Context: an optimization exercise on an open-source flow, tuned for small area. The choices shown serve that exercise and are no tape-out recipe.
Only simulation tests tie the RTL to the original design; equivalence was not proved.
Power and IR drop assume default switching activity.

==> flow/design.v (excerpt) <==
module freq_meter(
    input               clk,
    input               rst_n,
    input               sig_fx,
    output  wire [7:0]  sm_seg,
    output  wire [3:0]  sm_bit,
    output              uart_txd
);
==> module cymometer, before the edit <==
module cymometer(
    input               clk,
    input               rst_n,
    input               sig_fx,
    input               gate_pre,
    input               sweep,
    input       [5:0]   step,
    output reg  [5:0]   kilo,
    output reg  [11:0]  low_bcd,
    output reg          valid       
);
localparam [18:0] FX_SCALE = 19'd390625;    
reg         fx_d;
reg         gate_fx_r;
reg         gate;
reg         seen;           
wire        fx_en = sig_fx & ~fx_d;
always @(posedge clk or negedge rst_n) begin
    if (!rst_n) begin
        fx_d      <= 1'b0;
        gate_fx_r <= 1'b0;
        gate      <= 1'b0;
        seen      <= 1'b0;
    end else begin
        fx_d <= sig_fx;
        if (fx_en) begin
            gate_fx_r <= gate_pre;
            gate      <= gate_fx_r;
        end
        if (gate)
            seen <= 1'b1;
    end
end
wire        clr     = sweep & step[5] & step[4];
reg  [11:0] fs;
reg  [11:0] fs_inc;
reg         c_fs;
integer     i_fs;
always @(*) begin
    c_fs = gate;
    for (i_fs = 0; i_fs < 12; i_fs = i_fs + 1) begin
        fs_inc[i_fs] = fs[i_fs] ^ c_fs;
        c_fs = c_fs & fs[i_fs];
    end
end
always @(posedge clk)
    fs <= clr ? 12'd0 : fs_inc;
reg  [14:0] rem;
reg  [18:0] num_lo;
wire        num_en = fx_en & gate;
reg  [18:0] num_add;
reg         c_lo;
integer     i_lo;
always @(*) begin
    c_lo = 1'b0;
    for (i_lo = 0; i_lo < 19; i_lo = i_lo + 1) begin
        num_add[i_lo] = num_lo[i_lo] ^ (num_en & FX_SCALE[i_lo]) ^ c_lo;
        c_lo = (num_lo[i_lo] & (num_en & FX_SCALE[i_lo])) | (c_lo & (num_lo[i_lo] ^ (num_en & FX_SCALE[i_lo])));
    end
end
wire        neg     = rem[14];
wire [15:0] fs_full = {4'b0010, fs};
wire [15:0] add_a   = sweep ? {rem, num_lo[18]} : {1'b0, rem};
wire [15:0] add_b   = sweep ? (neg ? fs_full : ~fs_full) : 16'd0;
wire        add_c   = sweep ? ~neg : c_lo;
reg  [15:0] add_s;
reg         c_s;
integer     i_s;
always @(*) begin
    c_s = add_c;
    for (i_s = 0; i_s < 16; i_s = i_s + 1) begin
        add_s[i_s] = add_a[i_s] ^ add_b[i_s] ^ c_s;
        c_s = (add_a[i_s] & add_b[i_s]) | (c_s & (add_a[i_s] ^ add_b[i_s]));
    end
end
wire        q_bit = ~add_s[15];          
always @(posedge clk) begin
    rem    <= clr ? 15'd0 : add_s[14:0];
    num_lo <= sweep ? {num_lo[17:0], 1'b0} : num_add;
end
localparam [7:0] K125 = 8'd125;
reg  [6:0]  rem_k;
wire [7:0]  rem_k2 = {(step == 6'd2) ? 7'd0 : rem_k, q_bit};
reg  [6:0]  rem_k_sub;
reg         bk;
integer     i;
always @(*) begin
    bk = 1'b0;
    for (i = 0; i < 7; i = i + 1) begin
        rem_k_sub[i] = rem_k2[i] ^ K125[i] ^ bk;
        bk = (~rem_k2[i] & K125[i]) | (bk & ~(rem_k2[i] ^ K125[i]));
    end
end
wire        k_bit = rem_k2[7] | ~bk;     
always @(posedge clk)
    rem_k <= k_bit ? rem_k_sub : rem_k2[6:0];
function [3:0] dd_adj(input [3:0] d);      
    case (d)
    4'd5: dd_adj = 4'd8;
    4'd6: dd_adj = 4'd9;
    4'd7: dd_adj = 4'd10;
    4'd8: dd_adj = 4'd11;
    4'd9: dd_adj = 4'd12;
    4'd10, 4'd12, 4'd14: dd_adj = 4'd11;     
    4'd11, 4'd13, 4'd15: dd_adj = 4'd12;
    default: dd_adj = d;
    endcase
endfunction
wire        dd_clr = (step == 6'd10);
wire        dd_en  = sweep & seen & (step >= 6'd8) & (step <= 6'd24);
wire [3:0]  a0 = dd_adj(dd_clr ? 4'd0 : low_bcd[3:0]);
wire [3:0]  a1 = dd_adj(dd_clr ? 4'd0 : low_bcd[7:4]);
wire [3:0]  a2 = dd_adj(dd_clr ? 4'd0 : low_bcd[11:8]);
wire [5:0]  ak = dd_clr ? 6'd0 : kilo;
always @(posedge clk) begin
    if (dd_en) begin
        kilo    <= {ak[4:0], a2[3]};
        low_bcd <= {a2[2:0], a1[3], a1[2:0], a0[3], a0[2:0], k_bit};
    end
end
always @(posedge clk or negedge rst_n) begin
    if (!rst_n)
        valid <= 1'b0;
    else if (dd_en)
        valid <= 1'b1;
end
endmodule
clock: 150.0 ns
lec_check: 0
abc_area: 0
abc_clock_period_in_ps: 150000
cap_margin: 20
core_margin: 2
core_utilization: 40
cts_buf_list: sky130_fd_sc_hd__clkbuf_4
cts_cluster_diameter: 60
cts_cluster_size: 20
slew_margin: 20
standard.sh (not shown) runs the stock make flow with config.mk's settings and CLKGATE_MAP_FILE= SYNTH_SCRIPT=/design/flow/synth_recipe.tcl, a recipe that flattens the netlist after the stock synthesis.
==> flow/flow/run.sh <==
#!/bin/bash
set -uo pipefail
bash standard.sh \
  "CTS_ARGS=-sink_clustering_enable -repair_clock_nets -buf_list sky130_fd_sc_hd__clkbuf_4 -sink_clustering_size 20 -sink_clustering_max_diameter 60 -dont_use_dummy_load" \
  "BUFFER_PORTS_ARGS=-buffer_cell sky130_fd_sc_hd__buf_1" \
  finish > standard.log 2>&1
==> next run, changes <==
--- a/flow/design.v
+++ b/flow/design.v
@@ -62,6 +62,7 @@
 wire [15:0] fs_full = {4'b0010, fs};
 wire [15:0] add_a   = sweep ? {rem, num_lo[18]} : {1'b0, rem};
-wire [15:0] add_b   = sweep ? (neg ? fs_full : ~fs_full) : 16'd0;
-wire        add_c   = sweep ? ~neg : c_lo;
+wire        div     = sweep & ~step[5];
+wire [15:0] add_b   = div ? (neg ? fs_full : ~fs_full) : 16'd0;
+wire        add_c   = sweep ? (div & ~neg) : c_lo;
 reg  [15:0] add_s;
 reg         c_s;
@@ -76,10 +77,11 @@
 wire        q_bit = ~add_s[15];          
 always @(posedge clk) begin
-    rem    <= clr ? 15'd0 : add_s[14:0];
+    rem    <= add_s[14:0];
     num_lo <= sweep ? {num_lo[17:0], 1'b0} : num_add;
 end
 localparam [7:0] K125 = 8'd125;
 reg  [6:0]  rem_k;
-wire [7:0]  rem_k2 = {(step == 6'd2) ? 7'd0 : rem_k, q_bit};
+wire        q_in   = q_bit & ~step[5] & (|step[4:1]);
+wire [7:0]  rem_k2 = {rem_k, q_in};
 reg  [6:0]  rem_k_sub;
 reg         bk;
@@ -92,5 +94,5 @@
     end
 end
-wire        k_bit = rem_k2[7] | ~bk;     
+wire        k_bit = (rem_k2[7] | ~bk) & ~step[5];    
 always @(posedge clk)
     rem_k <= k_bit ? rem_k_sub : rem_k2[6:0];
The changed run completed with no timing, DRC or antenna violations. Area after synthesis decreases by 1.7%. Clock skew climbs by 0.0034 ns. Power is about the same. Synthesized cell count is about the same. Die area went down by 1.6%. Design area came out lower by 1.5%. Global-route usage goes up by 0.27 points. Worst setup slack got worse by 0.23 ns. Clock-buffer cell count does not change. Sequential power stays flat.

## port drivers added, routing unchanged
The flow's constraints put no driver on any port. The routed layouts listed below were extracted and timed again, unchanged, in two steps. Step 1, drivers: a clkbuf_16 drives clk and a buf_2 each remaining input, both assumed. Step 2 moves the port delays by t, midway between the first and last clock arrival at a register: inputs arrive t later, outputs are due t later. That takes back most of the time a late clock gives input paths. a / b / c = ideal ports / drivers / drivers and shift; a / b = the first two.
run | t, ns | setup slack, ns | worst hold slack (ns) | slew at the worst register clock pin (ns) | worst data-port slew with drivers (ns)
the first run | 0.542 | 107.160 / 107.175 / 106.633 | 0.353 / 0.353 / 0.353 | 0.10 / 0.10 | 0.03
the second run | 0.545 | 106.925 / 106.937 / 106.392 | 0.373 / 0.373 / 0.373 | 0.12 / 0.12 | 0.03
After both steps every run listed still meets setup and hold. For the second run, which loses most, drivers alone change the setup slack by +0.012 ns; drivers and shift together by -0.533 ns.
